What follows belongs to an exercise in optimizing a design on an open flow for small area, a short achievable clock period and few clock cycles per item; a production flow would make more cautious choices. Function was checked by simulation only, so behaviour that the tests miss may differ from the original.

the reference run:
Design non_restoring_div, start of the top module:
module non_restoring_div #(parameter N = 16) (
    input  logic clk, rst_n, start,
    input  logic [N-1:0] dividend, divisor,
    output logic [N-1:0] quotient, remainder,
    output logic ready
);
    localparam W = $clog2(N);
    function automatic logic [W-1:0] lead(input logic [N-1:0] x);
        logic [N-1:0] sm;
        lead = '0;
        sm[N-1] = x[N-1];
        for (int i = N - 2; i >= 0; i--) sm[i] = sm[i+1] | x[i];
        for (int k = 0; k < W; k++)
            for (int i = 0; i < N; i++)
                if (i[k] && x[i] && (i == N - 1 || !sm[i+1])) lead[k] = 1'b1;
    endfunction
    logic [N-1:0] r, d, q;
    logic [W-1:0] cnt, pd;
    logic         busy, align;
    logic [N-1:0] sma;
    logic         below, accept;
    logic [N:0]   diff;
    always_comb begin
        sma[N-1] = dividend[N-1];
        for (int i = N - 2; i >= 0; i--) sma[i] = sma[i+1] | dividend[i];
    end
    assign below  = |(divisor & ~sma);
    assign accept = start && !busy && divisor != '0;
    assign diff   = {1'b0, r} - {1'b0, d};
    always_ff @(posedge clk or negedge rst_n) begin
        if (!rst_n) begin
            busy  <= 1'b0;
            ready <= 1'b0;
        end else if (accept) begin
            busy  <= !below;
            ready <= below;
        end else begin
            busy  <= busy && (align || cnt != '0);
            ready <= busy && !align && cnt == '0;
        end
    end
    always_ff @(posedge clk) begin
        if (!busy) begin
            r     <= dividend;
            d     <= divisor;
            q     <= '0;
            cnt   <= lead(dividend);
            pd    <= lead(divisor);
  ...
Size: roughly 480 cells after synthesis, about 59 flip-flops, about 4100 µm² of cells after synthesis.
==> module non_restoring_div, before the edit <==
module non_restoring_div #(parameter N = 16) (
    input  logic clk, rst_n, start,
    input  logic [N-1:0] dividend, divisor,
    output logic [N-1:0] quotient, remainder,
    output logic ready
);
    localparam W = $clog2(N);
    function automatic logic [W-1:0] lead(input logic [N-1:0] x);
        logic [N-1:0] sm;
        lead = '0;
        sm[N-1] = x[N-1];
        for (int i = N - 2; i >= 0; i--) sm[i] = sm[i+1] | x[i];
        for (int k = 0; k < W; k++)
            for (int i = 0; i < N; i++)
                if (i[k] && x[i] && (i == N - 1 || !sm[i+1])) lead[k] = 1'b1;
    endfunction
    logic [N-1:0] r, d, q;
    logic [W-1:0] cnt, pd;
    logic         busy, align;
    logic [N-1:0] sma;
    logic         below, accept;
    logic [N:0]   diff;
    always_comb begin
        sma[N-1] = dividend[N-1];
        for (int i = N - 2; i >= 0; i--) sma[i] = sma[i+1] | dividend[i];
    end
    assign below  = |(divisor & ~sma);
    assign accept = start && !busy && divisor != '0;
    assign diff   = {1'b0, r} - {1'b0, d};
    always_ff @(posedge clk or negedge rst_n) begin
        if (!rst_n) begin
            busy  <= 1'b0;
            ready <= 1'b0;
        end else if (accept) begin
            busy  <= !below;
            ready <= below;
        end else begin
            busy  <= busy && (align || cnt != '0);
            ready <= busy && !align && cnt == '0;
        end
    end
    always_ff @(posedge clk) begin
        if (!busy) begin
            r     <= dividend;
            d     <= divisor;
            q     <= '0;
            cnt   <= lead(dividend);
            pd    <= lead(divisor);
            align <= 1'b1;
        end else if (align) begin
            d     <= d << (cnt - pd);
            cnt   <= cnt - pd;
            align <= 1'b0;
        end else begin
            if (!diff[N]) r <= diff[N-1:0];
            d   <= d >> 1;
            q   <= {q[N-2:0], !diff[N]};
            cnt <= cnt - 1'b1;
        end
    end
    assign quotient  = q;
    assign remainder = r;
endmodule
clock: 5.0 ns
lec_check: 0
abc_clock_period_in_ps: 2500
cap_margin: 20
core_margin: 2
core_utilization: 40
setup_slack_margin: 2.5
slew_margin: 20
standard.sh (not shown) runs the stock make flow with config.mk's settings and CLKGATE_MAP_FILE= SYNTH_SCRIPT=/design/flow/synth_recipe.tcl, a recipe that flattens the netlist after the stock synthesis.
==> flow/flow/run.sh <==
#!/bin/bash
set -euo pipefail
export BUFFER_PORTS_ARGS="-buffer_cell sky130_fd_sc_hd__buf_2"
bash standard.sh > flow.log 2>&1
The reference run finished end to end and its layout was clean on timing, DRC and antenna.
Testbench counts of the reference run, summed over its fixed seeds: cycles 14,538, items 3,200.
--- input diff the reference run..the trial run ---
==> flow/design.v <==
module non_restoring_div #(parameter N = 16) (
    input  logic clk, rst_n, start,
    input  logic [N-1:0] dividend, divisor,
    output logic [N-1:0] quotient, remainder,
    output logic ready
);
    localparam W = $clog2(N);
    function automatic logic [3:0] lead16(input logic [15:0] x);
        logic [3:0] v;
        logic [1:0] e [4];
        for (int k = 0; k < 4; k++) begin
            v[k] = |x[4*k +: 4];
            e[k] = x[4*k+3] ? 2'd3 : x[4*k+2] ? 2'd2 : x[4*k+1] ? 2'd1 : 2'd0;
        end
        lead16[3] = v[3] | v[2];
        lead16[2] = v[3] | (!v[2] & v[1]);
        lead16[1:0] = v[3] ? e[3] : v[2] ? e[2] : v[1] ? e[1] : e[0];
    endfunction
    logic [N-1:0] r, d, q;
    logic [W-1:0] cnt;
    logic         busy, align;
    logic [N-1:0] sma;
    logic         below, accept, last;
    logic [W-1:0] amt;
    logic [N-1:0] rot;
    logic [N:0]   diff;
    always_comb begin
        sma[N-1] = dividend[N-1];
        for (int i = N - 2; i >= 0; i--) sma[i] = sma[i+1] | dividend[i];
    end
    assign below  = |(divisor & ~sma);
    assign accept = start && !busy && divisor != '0;
    assign last   = !align && cnt == '1;
    assign amt    = align ? cnt : '1;
    logic [N-1:0] rot1, rot2, rot4;
    assign rot1 = amt[0] ? {d[N-2:0],    d[N-1]}      : d;
    assign rot2 = amt[1] ? {rot1[N-3:0], rot1[N-1-:2]} : rot1;
    assign rot4 = amt[2] ? {rot2[N-5:0], rot2[N-1-:4]} : rot2;
    assign rot  = amt[3] ? {rot4[N-9:0], rot4[N-1-:8]} : rot4;
    assign diff   = {1'b0, r} - {1'b0, d};
    always_ff @(posedge clk or negedge rst_n) begin
        if (!rst_n) begin
            busy  <= 1'b0;
            ready <= 1'b0;
        end else if (accept) begin
            busy  <= !below;
            ready <= below;
        end else begin
            busy  <= busy && !last;
            ready <= busy && last;
        end
    end
    always_ff @(posedge clk) begin
        align <= !busy;
        if (!busy) begin
            r   <= dividend;
            d   <= divisor;
            q   <= '0;
            cnt <= lead16(dividend) - lead16(divisor);
        end else begin
            if (!align && !diff[N]) r <= diff[N-1:0];
            d   <= rot;
            q   <= {q[N-2:0], !align && !diff[N]};
            cnt <= cnt - 1'b1;
        end
    end
    assign quotient  = q;
    assign remainder = r;
endmodule
Findings:
- Share of the final layout cell area in multi-input gates: the trial run higher than the reference run
- The lower arrival time at the worst endpoint of the reference run and the trial run is in the reference run.
- Portion of the layout cell area used by clock cells came out lower on the trial run than on the reference run.
- Route | the trial run vs the reference run | wire longer in the trial run
- Diff the reference run -> the trial run: floorplan die area up 300 µm², final-stage net count up about 3.3%.
Testbench counts of the trial run, summed over its fixed seeds: cycles 14,538, items 3,200.

-- afterwards: timing with drivers on the ports --
How much do the figures lean on ideal ports? The routed layouts below were timed once more, with nothing changed but the port constraints. Step 1: set_driving_cell puts a clkbuf_16 on clk and a buf_2 on each other input, an assumption about the parent block. Step 2 adds t to the input delays and takes it off the output delays; t is the mean of the earliest and latest rising clock arrival at the registers after step 1. Input paths then give back, and output paths get back, about the clock's delay inside the block. a / b / c = ideal ports / drivers / drivers and shift; a / b = the first two.
run	t, ns	setup WS [ns]	clock arrival spread, ns	worst data-port slew with drivers (ns)
the reference run	0.371	2.496 / 2.496 / 2.348	0.008 / 0.009	0.03
the trial run	0.350	2.468 / 2.482 / 2.132	0.013 / 0.013	0.04
After both steps setup and hold are still met in every run listed. For the trial run, which loses most, drivers alone change the setup slack by +0.014 ns; drivers and shift together by -0.336 ns.
